From an optimization exercise on the open Yosys and OpenROAD flow, aimed at small area and a short achievable clock period; shortcuts taken in it are not production practice.
Where RTL was checked, it was by simulation tests only, not by an equivalence proof against the original.

## try-pepper
==> module RAM, before the edit <==
module RAM (
    input            clk,
    input            rst_n,
    input      [9:0] din,
    input            rx_valid,
    output reg [7:0] dout,
    output reg       tx_valid
);
reg [3:0] ph;
wire [2:0] phase = ph[2:0];
wire       pol   = ph[3];
reg [2:0] slot;
reg [3:0] sel_lo;
reg [7:0] sel_hi;
reg       addr_rst;
reg       dirty;
wire match = (phase == slot);
wire wr    = dirty & match;
wire ld    = rx_valid & ~din[8];
wire wev   = rx_valid & ~din[9] & din[8];
wire clr   = addr_rst & (~dirty | match);
wire [7:0] wdat = dout ^ {8{pol}};
wire [7:0] grp [0:7];
genvar g, h;
generate
    for (h = 0; h < 8; h = h + 1) begin : bank
        wire [7:0] tap [0:3];
        for (g = 0; g < 4; g = g + 1) begin : ring
            reg [63:0] r;
            wire we = wr & sel_hi[h] & sel_lo[g];
            always @(posedge clk)
                r <= {r[55:0], ~(we ? wdat : r[63:56])};
            assign tap[g] = r[63:56];
        end
        assign grp[h] = ({8{sel_lo[0]}} & tap[0]) | ({8{sel_lo[1]}} & tap[1])
                      | ({8{sel_lo[2]}} & tap[2]) | ({8{sel_lo[3]}} & tap[3]);
    end
endgenerate
wire [7:0] rd = ({8{sel_hi[0]}} & grp[0]) | ({8{sel_hi[1]}} & grp[1])
              | ({8{sel_hi[2]}} & grp[2]) | ({8{sel_hi[3]}} & grp[3])
              | ({8{sel_hi[4]}} & grp[4]) | ({8{sel_hi[5]}} & grp[5])
              | ({8{sel_hi[6]}} & grp[6]) | ({8{sel_hi[7]}} & grp[7]);
always @(posedge clk)
    ph <= ph + 4'd1;
always @(posedge clk) begin
    if (ld) begin
        slot   <= din[7:5];
        sel_hi <= 8'd1 << din[4:2];
        sel_lo <= 4'd1 << din[1:0];
    end else if (clr) begin
        slot   <= 3'd0;
        sel_hi <= 8'd1;
        sel_lo <= 4'd1;
    end
end
always @(posedge clk or negedge rst_n) begin
    if (!rst_n)
        addr_rst <= 1'b1;
    else if (ld | ~dirty | match)
        addr_rst <= 1'b0;
end
always @(posedge clk) begin
    if (wev)
        dirty <= 1'b1;
    else if (match)
        dirty <= 1'b0;
end
reg [7:0] mq;
reg       fq;
always @(posedge clk) begin
    mq <= rd ^ {8{pol}};
    fq <= match & ~dirty & ~wev;
end
always @(posedge clk) begin
    if (wev)
        dout <= din[7:0];
    else if (fq)
        dout <= mq;
end
always @(posedge clk or negedge rst_n) begin
    if (!rst_n)
        tx_valid <= 1'b0;
    else if (rx_valid)
        tx_valid <= din[9] & din[8];
end
endmodule
clock: 6.5 ns
lec_check: 0
cap_margin: 40
core_margin: 2
core_utilization: 80
setup_slack_margin: 4.06
slew_margin: 40
standard.sh (not shown) runs the stock make flow with config.mk's settings and CLKGATE_MAP_FILE= SYNTH_SCRIPT=/design/flow/synth_recipe.tcl, a recipe that flattens the netlist after the stock synthesis.
==> flow/flow/run.sh <==
#!/bin/bash
# Standard layout with custom clock-tree-synthesis arguments; every combinational cell set to
# its smallest size after floorplan (timing repair upsizes what it needs); and the register
# that drives the output port moved next to its port buffer after global placement.
set -euo pipefail
export CTS_ARGS="-sink_clustering_enable -repair_clock_nets -dont_use_dummy_load -sink_clustering_size 16 -sink_clustering_max_diameter 45 -buf_list sky130_fd_sc_hd__clkbuf_8 -root_buf sky130_fd_sc_hd__clkbuf_16"
export POST_FLOORPLAN_TCL=$PWD/flow/downsize.tcl
export POST_GLOBAL_PLACE_TCL=$PWD/flow/pull_out.tcl
bash standard.sh > standard.log 2>&1
Other scripts of this flow, unchanged in this note and not shown: flow/flow/downsize.tcl, flow/flow/pull_out.tcl
Inputs modified between try-pepper and try-raven:
==> flow/design.v, changed modules only <==
module RAM (
    input            clk,
    input            rst_n,
    input      [9:0] din,
    input            rx_valid,
    output reg [7:0] dout,
    output reg       tx_valid
);
reg [2:0] phase;
reg [2:0] slot;
reg [3:0] sel_lo;
reg [7:0] sel_hi;
reg       addr_rst;
reg       dirty;
wire match = (phase == slot);
wire wr    = dirty & match;
wire ld    = rx_valid & ~din[8];
wire wev   = rx_valid & ~din[9] & din[8];
wire clr   = addr_rst & (~dirty | match);
wire [7:0] grp [0:7];
genvar g, h;
generate
    for (h = 0; h < 8; h = h + 1) begin : bank
        wire [7:0] tap [0:3];
        for (g = 0; g < 4; g = g + 1) begin : ring
            reg [63:0] r;
            wire we = wr & sel_hi[h] & sel_lo[g];
            always @(posedge clk)
                r <= {r[55:0], we ? dout : r[63:56]};
            assign tap[g] = r[63:56];
        end
        assign grp[h] = ({8{sel_lo[0]}} & tap[0]) | ({8{sel_lo[1]}} & tap[1])
                      | ({8{sel_lo[2]}} & tap[2]) | ({8{sel_lo[3]}} & tap[3]);
    end
endgenerate
wire [7:0] rd = ({8{sel_hi[0]}} & grp[0]) | ({8{sel_hi[1]}} & grp[1])
              | ({8{sel_hi[2]}} & grp[2]) | ({8{sel_hi[3]}} & grp[3])
              | ({8{sel_hi[4]}} & grp[4]) | ({8{sel_hi[5]}} & grp[5])
              | ({8{sel_hi[6]}} & grp[6]) | ({8{sel_hi[7]}} & grp[7]);
always @(posedge clk)
    phase <= phase + 3'd1;
always @(posedge clk) begin
    if (ld) begin
        slot   <= din[7:5];
        sel_hi <= 8'd1 << din[4:2];
        sel_lo <= 4'd1 << din[1:0];
    end else if (clr) begin
        slot   <= 3'd0;
        sel_hi <= 8'd1;
        sel_lo <= 4'd1;
    end
end
always @(posedge clk or negedge rst_n) begin
    if (!rst_n)
        addr_rst <= 1'b1;
    else if (ld | ~dirty | match)
        addr_rst <= 1'b0;
end
always @(posedge clk) begin
    if (wev)
        dirty <= 1'b1;
    else if (match)
        dirty <= 1'b0;
end
reg [7:0] mq;
reg       fq;
always @(posedge clk) begin
    mq <= rd;
    fq <= match & ~dirty & ~wev;
end
always @(posedge clk) begin
    if (wev)
        dout <= din[7:0];
    else if (fq)
        dout <= mq;
end
always @(posedge clk or negedge rst_n) begin
    if (!rst_n)
        tx_valid <= 1'b0;
    else if (rx_valid)
        tx_valid <= din[9] & din[8];
end
endmodule
### Flow results
try-raven vs. try-pepper: insertion delay of the later-clocked pin in the worst-skew pair fell 20 ps, fraction of area in multi-input gates essentially unchanged, layout-stage area growth over the synthesis result shows a reduction of 1.6 points.
Comparing try-pepper and try-raven, the lower number of antenna violations at the first check in global routing is on try-pepper.
Length of routed wiring on met1 on try-raven is down relative to try-pepper.
Re post-CTS resize count: try-raven is 5 down on try-pepper.
For try-pepper, only the layout was checked, not whether the RTL still works.

## port drivers added, routing unchanged
No port has a modelled driver above. Below, the same layouts with a new extraction and two added sets of constraints.
Step 1, drivers: a clkbuf_16 drives clk and a buf_2 each remaining input, both assumed.
Step 2 also shifts input and output timing later by t, the mid clock arrival at the registers, as if the neighbouring blocks saw the same clock.
Slacks: ideal / step 1 / step 2; pairs: ideal / step 1.
| run | t (ns) | slack for setup (ns) | worst setup path at the end |
|---|---|---|---|
| try-pepper | 0.736 | 4.027 / 3.963 / 3.984 | input to register |
| try-raven | 0.734 | 4.002 / 3.936 / 4.053 | register to register |
After both steps setup and hold are still met in every run listed. The setup slack of try-pepper, which loses most, moves by -0.064 ns with the drivers and by -0.043 ns with both steps.
